This design comes from an exercise in tuning for small area, a short achievable clock period and few clock cycles on the open sky130 flow, not from production work.
At most, simulation tests tie the RTL to the original design; equivalence was not proved.
Power and IR drop assume default switching activity.

==> 11-24: inputs <==
==> flow/design.v <==
module min_cpu (clk, rst, mem_addr, mem_we, mem_wdata, mem_rdata);
    input clk;
    input rst;
    output [15:0] mem_addr;
    output mem_we;
    output [15:0] mem_wdata;
    input [15:0] mem_rdata;
    function [15:0] add16;
        input [15:0] a, b;
        input ci;
        reg [15:0] g, p, gg, pp;
        reg [15:0] ng, np;
        integer i, l, s;
        begin
            g = a & b;
            p = a ^ b;
            gg = g; pp = p;
            gg[0] = g[0] | (p[0] & ci);
            for (l = 0; l < 4; l = l + 1) begin
                s = 1 << l;
                ng = gg; np = pp;
                for (i = 0; i < 16; i = i + 1)
                    if ((i & s) != 0) begin
                        ng[i] = gg[i] | (pp[i] & gg[(i & ~(s - 1)) - 1]);
                        np[i] = pp[i] & pp[(i & ~(s - 1)) - 1];
                    end
                gg = ng; pp = np;
            end
            add16 = p ^ {gg[14:0], ci};
        end
    endfunction
    function [15:0] aluf;
        input [1:0] op;
        input [15:0] a, b;
        begin
            if (op == 2'b11) aluf = a & b;
            else if (op == 2'b10) aluf = add16(a, ~b, 1'b1);
            else aluf = add16(a, b, 1'b0);
        end
    endfunction
    reg [15:0] rf [0:15];
    reg [15:0] pc, opa, opb;
    reg [3:0]  rx, ry;
    reg [1:0]  op;
    reg z;
    reg s_f, s_x, s_p, s_d, s_w;
    reg k_alurr, k_ldrr, k_strr, k_alum, k_ldm, k_stm, k_tst, k_bz, k_push, k_pop, k_popw;
    reg we, asel;
    wire [15:0] n = mem_rdata;
    wire [2:0] n_cls = n[12:10];
    wire n_m   = (n[5:4] != 2'b00);
    wire n_ab  = n[5];
    wire n_mcl = (n_cls == 3'b100) | (n_cls == 3'b001) | (n_cls == 3'b010) | (n_cls == 3'b011);
    wire n_stk = (n_cls == 3'b110);
    wire n_push = n_stk & n[13];
    wire n_bz  = (n_cls == 3'b101);
    wire n_x   = n_mcl & n_m & n_ab;
    wire n_p   = n_push;
    wire n_d   = (n_mcl & n_m & ~n_ab) | (n_stk & ~n[13]);
    wire [15:0] ralu = aluf(op, opa, opb);
    wire [15:0] malu = aluf(s_x ? 2'b01 : op, s_x ? opb : opa, mem_rdata);
    wire [15:0] incdec = add16(opb, {{15{k_push}}, 1'b1}, 1'b0);
    assign mem_addr  = asel ? pc : opb;
    assign mem_we    = we;
    assign mem_wdata = opa;
    reg        wen;
    reg [3:0]  wa;
    reg [15:0] wd;
    always @(*) begin
        wen = 1'b0; wa = ry; wd = ralu;
        if (s_f) begin
            if (k_alurr)     begin wen = 1'b1; wa = ry; wd = ralu;   end
            else if (k_ldrr) begin wen = 1'b1; wa = rx; wd = opb;    end
            else if (k_strr) begin wen = 1'b1; wa = ry; wd = opa;    end
            else if (k_popw) begin wen = 1'b1; wa = ry; wd = incdec; end
        end else if (s_p) begin
            wen = 1'b1; wa = ry; wd = incdec;
        end else if (s_d & (k_ldm | k_pop)) begin
            wen = 1'b1; wa = rx; wd = mem_rdata;
        end
    end
    wire [3:0] nrx = n[9:6];
    wire [3:0] nry = n[3:0];
    wire fwd = s_f & (k_alurr | k_ldrr | k_strr | k_popw);
    wire [15:0] ra = (fwd & (wa == nrx)) ? wd : rf[nrx];
    wire [15:0] rb = (fwd & (wa == nry)) ? wd : rf[nry];
    always @(posedge clk) begin
        if (wen) rf[wa] <= wd;
    end
    reg zn;
    always @(*) begin
        zn = z;
        if (s_f & (k_alurr | k_ldrr | k_strr)) zn = (wd == 16'd0);
        else if (s_d & (k_ldm | k_tst)) zn = (mem_rdata == 16'd0);
        else if ((s_d & k_stm) | s_w) zn = (opa == 16'd0);
    end
    always @(posedge clk) z <= zn;
    wire taken = k_bz & z;
    wire [15:0] faddr = taken ? opb : pc;
    always @(posedge clk) begin
        if (rst) begin
            s_f <= 1'b1; s_x <= 1'b0; s_p <= 1'b0; s_d <= 1'b0; s_w <= 1'b0;
            k_alurr <= 1'b0; k_ldrr <= 1'b0; k_strr <= 1'b0; k_alum <= 1'b0;
            k_ldm <= 1'b0; k_stm <= 1'b0; k_tst <= 1'b0; k_bz <= 1'b0;
            k_push <= 1'b0; k_pop <= 1'b0; k_popw <= 1'b0;
            we <= 1'b0;
            asel <= 1'b1;
            pc <= 16'd0;
        end else begin
            if (s_f) begin
                pc <= add16(faddr, 16'd0, 1'b1);
                s_f <= ~(n_x | n_p | n_d); s_x <= n_x; s_p <= n_p; s_d <= n_d; s_w <= 1'b0;
                k_alurr <= (n_cls == 3'b100) & ~n_m;
                k_ldrr  <= (n_cls == 3'b001) & ~n_m;
                k_strr  <= (n_cls == 3'b010) & ~n_m;
                k_alum  <= (n_cls == 3'b100) & n_m;
                k_ldm   <= (n_cls == 3'b001) & n_m;
                k_stm   <= (n_cls == 3'b010) & n_m;
                k_tst   <= (n_cls == 3'b011);
                k_bz    <= n_bz;
                k_push  <= n_push;
                k_pop   <= n_stk & ~n[13];
                k_popw  <= n_stk & ~n[13] & (nrx != nry);
                we      <= (n_cls == 3'b010) & n_m & ~n_ab;
                asel    <= n_x | ~(n_d | n_p | (n_bz & zn));
            end else begin
                if (s_x) pc <= add16(pc, 16'd0, 1'b1);
                s_x <= 1'b0;
                s_p <= 1'b0;
                s_d <= s_x | s_p;
                s_w <= s_d & k_alum;
                s_f <= (s_d & ~k_alum) | s_w;
                we  <= (s_x & k_stm) | s_p | (s_d & k_alum);
                asel <= (s_d & ~k_alum) | s_w;
            end
        end
    end
    always @(posedge clk) begin
        if (s_f) begin
            rx  <= nrx;
            ry  <= nry;
            op  <= n[14:13];
            opa <= ra;
            opb <= rb;
        end else if (s_x | s_p) begin
            opb <= s_x ? malu : incdec;
        end else if (s_d & k_alum) begin
            opa <= malu;
        end
    end
endmodule
==> flow/run.sh <==
#!/bin/bash
# synth_recipe.tcl (not shown) runs the flow's synth.tcl, then flattens the netlist and writes it again
# the make line also repeats each setting of config.mk as NAME=value (left out here)
make -C /OpenROAD-flow-scripts/flow DESIGN_CONFIG=/design/flow/config.mk WORK_HOME=/design/flow/orfs CLKGATE_MAP_FILE= SYNTH_SCRIPT=/design/flow/synth_recipe.tcl finish
==> flow/config.mk <==
export PLATFORM = sky130hd
export DESIGN_NAME = min_cpu
export DESIGN_NICKNAME = min_cpu
export VERILOG_FILES = /design/flow/design.v
export SDC_FILE = /design/flow/constraint.sdc
export NUM_CORES = 4
export LEC_CHECK = 0
export ABC_CLOCK_PERIOD_IN_PS = 3300
export CAP_MARGIN = 20
export CORE_MARGIN = 2
export CORE_UTILIZATION = 60
export SETUP_SLACK_MARGIN = 4.7
export SLEW_MARGIN = 20
==> flow/constraint.sdc <==
create_clock -name core_clock -period 8.0 [get_ports {clk}]
set_input_delay 1.6000 -clock core_clock [delete_from_list [all_inputs] [get_ports {clk}]]
set_output_delay 1.6000 -clock core_clock [all_outputs]
set_load 0.01 [all_outputs]
==> 01-23: changes against 11-24 <==
==> flow/design.v (replaced) <==
module min_cpu (clk, rst, mem_addr, mem_we, mem_wdata, mem_rdata);
    input clk;
    input rst;
    output [15:0] mem_addr;
    output mem_we;
    output [15:0] mem_wdata;
    input [15:0] mem_rdata;
    function sumzero;
        input [15:0] a, b;
        begin
            sumzero = ((a ^ b) == {a[14:0] | b[14:0], 1'b0});
        end
    endfunction
    reg [15:0] rf [0:15];
    reg [15:0] pc, opa, opb;
    reg [3:0]  rx, ry;
    reg z;
    reg s_f, s_x, s_p, s_d, s_w;
    reg k_alurr, k_ldrr, k_strr, k_alum, k_ldm, k_stm, k_tst, k_bz, k_push, k_pop, k_popw;
    reg o_and, o_sub;
    reg we, asel;
    wire [15:0] n = mem_rdata;
    wire [2:0] n_cls = n[12:10];
    wire n_m   = (n[5:4] != 2'b00);
    wire n_ab  = n[5];
    wire n_mcl = (n_cls == 3'b100) | (n_cls == 3'b001) | (n_cls == 3'b010) | (n_cls == 3'b011);
    wire n_stk = (n_cls == 3'b110);
    wire n_push = n_stk & n[13];
    wire n_bz  = (n_cls == 3'b101);
    wire n_x   = n_mcl & n_m & n_ab;
    wire n_p   = n_push;
    wire n_d   = (n_mcl & n_m & ~n_ab) | (n_stk & ~n[13]);
    wire [15:0] rsum = opa + opb;
    wire [15:0] rdiff = opa - opb;
    wire [15:0] randv = opa & opb;
    wire rzero = o_and ? (randv == 16'd0) : (o_sub ? (opa == opb) : sumzero(opa, opb));
    wire [15:0] mx = s_x ? opb : (opa ^ {16{o_sub}});
    wire [15:0] msum = mx + mem_rdata;
    wire [15:0] malu = (o_and & ~s_x) ? (opa & mem_rdata) : (msum ^ {16{o_sub & ~s_x}});
    wire [15:0] incdec = opb + {{15{k_push}}, 1'b1};
    assign mem_addr  = asel ? pc : opb;
    assign mem_we    = we;
    assign mem_wdata = opa;
    wire w_add = s_f & k_alurr & ~o_and & ~o_sub;
    wire w_sub = s_f & k_alurr & o_sub;
    wire w_and = s_f & k_alurr & o_and;
    wire w_alu = s_f & k_alurr;
    wire w_a   = s_f & k_strr;
    wire w_b   = s_f & k_ldrr;
    wire w_inc = (s_f & k_popw) | s_p;
    wire w_rd  = s_d & (k_ldm | k_pop);
    wire wen = w_alu | w_a | w_b | w_inc | w_rd;
    wire [3:0] wa = (w_b | w_rd) ? rx : ry;
    wire [15:0] wd = ({16{w_add}} & rsum) | ({16{w_sub}} & rdiff) | ({16{w_and}} & randv) | ({16{w_a}} & opa) | ({16{w_b}} & opb) |
                     ({16{w_inc}} & incdec) | ({16{w_rd}} & mem_rdata);
    wire [3:0] nrx = n[9:6];
    wire [3:0] nry = n[3:0];
    wire fwd = s_f & (k_alurr | k_ldrr | k_strr | k_popw);
    wire [3:0] fwa = k_ldrr ? rx : ry;
    reg [15:0] ra_rf, rb_rf;
    integer ri;
    always @(*) begin
        ra_rf = 16'd0; rb_rf = 16'd0;
        for (ri = 0; ri < 16; ri = ri + 1) begin
            ra_rf = ra_rf | (rf[ri] & {16{nrx == ri}});
            rb_rf = rb_rf | (rf[ri] & {16{nry == ri}});
        end
    end
    wire hita = fwd & (fwa == nrx);
    wire hitb = fwd & (fwa == nry);
    always @(posedge clk) begin
        if (wen) rf[wa] <= wd;
    end
    wire zrd = (mem_rdata == 16'd0);
    wire zopa = (opa == 16'd0);
    wire zopb = (opb == 16'd0);
    wire zn = (w_alu & rzero) | (w_a & zopa) | (w_b & zopb) |
              (s_d & (k_ldm | k_tst) & zrd) | (((s_d & k_stm) | s_w) & zopa) |
              (~(w_alu | w_a | w_b | (s_d & (k_ldm | k_tst | k_stm)) | s_w) & z);
    always @(posedge clk) z <= zn;
    wire taken = k_bz & z;
    wire [15:0] faddr = taken ? opb : pc;
    always @(posedge clk) begin
        if (rst) begin
            s_f <= 1'b1; s_x <= 1'b0; s_p <= 1'b0; s_d <= 1'b0; s_w <= 1'b0;
            k_alurr <= 1'b0; k_ldrr <= 1'b0; k_strr <= 1'b0; k_alum <= 1'b0;
            k_ldm <= 1'b0; k_stm <= 1'b0; k_tst <= 1'b0; k_bz <= 1'b0;
            k_push <= 1'b0; k_pop <= 1'b0; k_popw <= 1'b0;
            we <= 1'b0;
            asel <= 1'b1;
            pc <= 16'd0;
        end else begin
            if (s_f) begin
                pc <= faddr + 16'd1;
                s_f <= ~(n_x | n_p | n_d); s_x <= n_x; s_p <= n_p; s_d <= n_d; s_w <= 1'b0;
                k_alurr <= (n_cls == 3'b100) & ~n_m;
                k_ldrr  <= (n_cls == 3'b001) & ~n_m;
                k_strr  <= (n_cls == 3'b010) & ~n_m;
                k_alum  <= (n_cls == 3'b100) & n_m;
                k_ldm   <= (n_cls == 3'b001) & n_m;
                k_stm   <= (n_cls == 3'b010) & n_m;
                k_tst   <= (n_cls == 3'b011);
                k_bz    <= n_bz;
                k_push  <= n_push;
                k_pop   <= n_stk & ~n[13];
                k_popw  <= n_stk & ~n[13] & (nrx != nry);
                we      <= (n_cls == 3'b010) & n_m & ~n_ab;
                asel    <= n_x | ~(n_d | n_p | (n_bz & zn));
            end else begin
                if (s_x) pc <= pc + 16'd1;
                s_x <= 1'b0;
                s_p <= 1'b0;
                s_d <= s_x | s_p;
                s_w <= s_d & k_alum;
                s_f <= (s_d & ~k_alum) | s_w;
                we  <= (s_x & k_stm) | s_p | (s_d & k_alum);
                asel <= (s_d & ~k_alum) | s_w;
            end
        end
    end
    always @(posedge clk) begin
        if (s_f) begin
            rx  <= nrx;
            ry  <= nry;
            o_and <= (n[14:13] == 2'b11);
            o_sub <= (n[14:13] == 2'b10);
        end
        if (s_f | (s_d & k_alum)) opa <= hita ? wd : (s_f ? ra_rf : malu);
        if (s_f | s_x | s_p) opb <= hitb ? wd : (s_f ? rb_rf : (s_x ? malu : incdec));
    end
endmodule
Settings changed: ABC_CLOCK_PERIOD_IN_PS 3300 to unset, CORE_UTILIZATION 60 to 40, CTS_BUF_LIST set to sky130_fd_sc_hd__clkbuf_4 sky130_fd_sc_hd__clkbuf_8.
==> 09-07: changes against 11-24 <==
==> flow/design.v (replaced) <==
module min_cpu (clk, rst, mem_addr, mem_we, mem_wdata, mem_rdata);
    input clk;
    input rst;
    output [15:0] mem_addr;
    output mem_we;
    output [15:0] mem_wdata;
    input [15:0] mem_rdata;
    function sumzero;
        input [15:0] a, b;
        input ci;
        begin
            sumzero = ((a ^ b) == {a[14:0] | b[14:0], ci});
        end
    endfunction
    reg [15:0] rf [0:15];
    reg [15:0] pc, opa, opb;
    reg [3:0]  rx, ry;
    reg z;
    reg s_f, s_x, s_p, s_d, s_w;
    reg k_alurr, k_ldrr, k_strr, k_alum, k_ldm, k_stm, k_tst, k_bz, k_push, k_pop, k_popw;
    reg o_and, o_sub;
    reg we, asel;
    wire [15:0] n = mem_rdata;
    wire [2:0] n_cls = n[12:10];
    wire n_m   = (n[5:4] != 2'b00);
    wire n_ab  = n[5];
    wire n_mcl = (n_cls == 3'b100) | (n_cls == 3'b001) | (n_cls == 3'b010) | (n_cls == 3'b011);
    wire n_stk = (n_cls == 3'b110);
    wire n_push = n_stk & n[13];
    wire n_bz  = (n_cls == 3'b101);
    wire n_x   = n_mcl & n_m & n_ab;
    wire n_p   = n_push;
    wire n_d   = (n_mcl & n_m & ~n_ab) | (n_stk & ~n[13]);
    wire [15:0] rby = opb ^ {16{o_sub}};
    wire [15:0] rsum = opa + rby + o_sub;
    wire [15:0] ralu = o_and ? (opa & opb) : rsum;
    wire rzero = o_and ? ((opa & opb) == 16'd0) : sumzero(opa, rby, o_sub);
    wire m_sub = o_sub & ~s_x;
    wire [15:0] mx = s_x ? opb : opa;
    wire [15:0] my = mem_rdata ^ {16{m_sub}};
    wire [15:0] msum = mx + my + m_sub;
    wire [15:0] malu = (o_and & ~s_x) ? (opa & mem_rdata) : msum;
    wire [15:0] incdec = opb + {{15{k_push}}, 1'b1};
    assign mem_addr  = asel ? pc : opb;
    assign mem_we    = we;
    assign mem_wdata = opa;
    wire w_alu = s_f & k_alurr;
    wire w_a   = s_f & k_strr;
    wire w_b   = s_f & k_ldrr;
    wire w_inc = (s_f & k_popw) | s_p;
    wire w_rd  = s_d & (k_ldm | k_pop);
    wire wen = w_alu | w_a | w_b | w_inc | w_rd;
    wire [3:0] wa = (w_b | w_rd) ? rx : ry;
    wire [15:0] wd = ({16{w_alu}} & ralu) | ({16{w_a}} & opa) | ({16{w_b}} & opb) |
                     ({16{w_inc}} & incdec) | ({16{w_rd}} & mem_rdata);
    wire [3:0] nrx = n[9:6];
    wire [3:0] nry = n[3:0];
    wire fwd = s_f & (k_alurr | k_ldrr | k_strr | k_popw);
    wire [3:0] fwa = k_ldrr ? rx : ry;
    wire [15:0] ra = (fwd & (fwa == nrx)) ? wd : rf[nrx];
    wire [15:0] rb = (fwd & (fwa == nry)) ? wd : rf[nry];
    always @(posedge clk) begin
        if (wen) rf[wa] <= wd;
    end
    wire zrd = (mem_rdata == 16'd0);
    wire zopa = (opa == 16'd0);
    wire zopb = (opb == 16'd0);
    wire zn = (w_alu & rzero) | (w_a & zopa) | (w_b & zopb) |
              (s_d & (k_ldm | k_tst) & zrd) | (((s_d & k_stm) | s_w) & zopa) |
              (~(w_alu | w_a | w_b | (s_d & (k_ldm | k_tst | k_stm)) | s_w) & z);
    always @(posedge clk) z <= zn;
    wire taken = k_bz & z;
    wire [15:0] faddr = taken ? opb : pc;
    always @(posedge clk) begin
        if (rst) begin
            s_f <= 1'b1; s_x <= 1'b0; s_p <= 1'b0; s_d <= 1'b0; s_w <= 1'b0;
            k_alurr <= 1'b0; k_ldrr <= 1'b0; k_strr <= 1'b0; k_alum <= 1'b0;
            k_ldm <= 1'b0; k_stm <= 1'b0; k_tst <= 1'b0; k_bz <= 1'b0;
            k_push <= 1'b0; k_pop <= 1'b0; k_popw <= 1'b0;
            we <= 1'b0;
            asel <= 1'b1;
            pc <= 16'd0;
        end else begin
            if (s_f) begin
                pc <= faddr + 16'd1;
                s_f <= ~(n_x | n_p | n_d); s_x <= n_x; s_p <= n_p; s_d <= n_d; s_w <= 1'b0;
                k_alurr <= (n_cls == 3'b100) & ~n_m;
                k_ldrr  <= (n_cls == 3'b001) & ~n_m;
                k_strr  <= (n_cls == 3'b010) & ~n_m;
                k_alum  <= (n_cls == 3'b100) & n_m;
                k_ldm   <= (n_cls == 3'b001) & n_m;
                k_stm   <= (n_cls == 3'b010) & n_m;
                k_tst   <= (n_cls == 3'b011);
                k_bz    <= n_bz;
                k_push  <= n_push;
                k_pop   <= n_stk & ~n[13];
                k_popw  <= n_stk & ~n[13] & (nrx != nry);
                we      <= (n_cls == 3'b010) & n_m & ~n_ab;
                asel    <= n_x | ~(n_d | n_p | (n_bz & zn));
            end else begin
                if (s_x) pc <= pc + 16'd1;
                s_x <= 1'b0;
                s_p <= 1'b0;
                s_d <= s_x | s_p;
                s_w <= s_d & k_alum;
                s_f <= (s_d & ~k_alum) | s_w;
                we  <= (s_x & k_stm) | s_p | (s_d & k_alum);
                asel <= (s_d & ~k_alum) | s_w;
            end
        end
    end
    always @(posedge clk) begin
        if (s_f) begin
            rx  <= nrx;
            ry  <= nry;
            o_and <= (n[14:13] == 2'b11);
            o_sub <= (n[14:13] == 2'b10);
            opa <= ra;
            opb <= rb;
        end else if (s_x | s_p) begin
            opb <= s_x ? malu : incdec;
        end else if (s_d & k_alum) begin
            opa <= malu;
        end
    end
endmodule
Settings changed: ABC_CLOCK_PERIOD_IN_PS 3300 to unset, CORE_UTILIZATION 60 to 50, CTS_BUF_LIST set to sky130_fd_sc_hd__clkbuf_4 sky130_fd_sc_hd__clkbuf_8.
==> comparison table <==
Reg2Reg Setup Slack: 01-23 4670 ps; 09-07 4560 ps; 11-24 3640 ps
ANT cells: 01-23 2; 09-07 2; 11-24 0
Compound-Gate Fraction of Synth Area: 01-23 24.1%; 09-07 10.2%; 11-24 12.5%
Maximum number of pins on one net before global-route repair: 01-23 51; 09-07 65; 11-24 84
Final-layout fill cell count: 01-23 4277; 09-07 3069; 11-24 2168
Post-CTS setup buffer count: 01-23 130; 09-07 87; 11-24 98
Post-Route M1 WL: 01-23 31500 um; 09-07 26200 um; 11-24 26400 um
First-pass GRT wire length: 01-23 123000 um; 09-07 96100 um; 11-24 113000 um
Layout-stage area growth over the synthesis result: 01-23 28.3%; 09-07 21.6%; 11-24 23.6%
Shortest period the worst path allows: 01-23 3370 ps; 09-07 3450 ps; 11-24 4360 ps
GRT met1 Usage: 01-23 42.1%; 09-07 44.2%; 11-24 53.1%
Effective utilization at floorplan: 01-23 40.5%; 09-07 50.5%; 11-24 61.3%
Post-layout net count: 01-23 2228; 09-07 1833; 11-24 2022
Top Layer Used: 01-23 met5; 09-07 met4; 11-24 met5
Synth Area per Inst: 01-23 10.5 um^2; 09-07 12.8 um^2; 11-24 12.4 um^2
Capture point of the worst reg-to-reg path: 01-23 opb[14]; 09-07 opa[15]; 11-24 asel
Crit-path max cell delay: 01-23 310 ps; 09-07 300 ps; 11-24 450 ps
Sequential cell fraction of total power: 01-23 34.7%; 09-07 36.3%; 11-24 33.1%
Fin Clk Skew: 01-23 57.9 ps; 09-07 55.3 ps; 11-24 16.1 ps
Outcome: 01-23 finished clean; 09-07 finished clean; 11-24 finished clean
Testbench counts of 09-07, summed over its fixed seeds: cycles 168,454.
Function not checked in 11-24 and 01-23: the RTL went through the layout flow alone.

## afterwards: timing with drivers on the ports
The results above use ideal ports. As a check the final layouts listed here were re-extracted and re-timed, cells and wires unchanged.
Step 1, drivers: a clkbuf_16 drives clk and a buf_2 each remaining input, both assumed.
Step 2 adds t to the input delays and takes it off the output delays; t is the mean of the earliest and latest rising clock arrival at the registers after step 1. Input paths then give back, and output paths get back, about the clock's delay inside the block.
a / b / c = no drivers / after step 1 / after step 2; a / b = the first two.
| run | t (ns) | slack for setup (ns) | latest minus earliest clock arrival (ns) | slew at the worst register clock pin (ns) |
|---|---|---|---|---|
| 11-24 | 0.617 | 3.640 / 3.640 / 3.529 | 0.019 / 0.019 | 0.07 / 0.07 |
| 01-23 | 0.696 | 4.630 / 4.589 / 3.943 | 0.058 / 0.058 | 0.07 / 0.07 |
| 09-07 | 0.701 | 4.552 / 4.546 / 3.854 | 0.055 / 0.055 | 0.07 / 0.07 |
After both steps every run listed still meets setup and hold. For 09-07, which loses most, drivers alone change the setup slack by -0.006 ns; drivers and shift together by -0.698 ns.
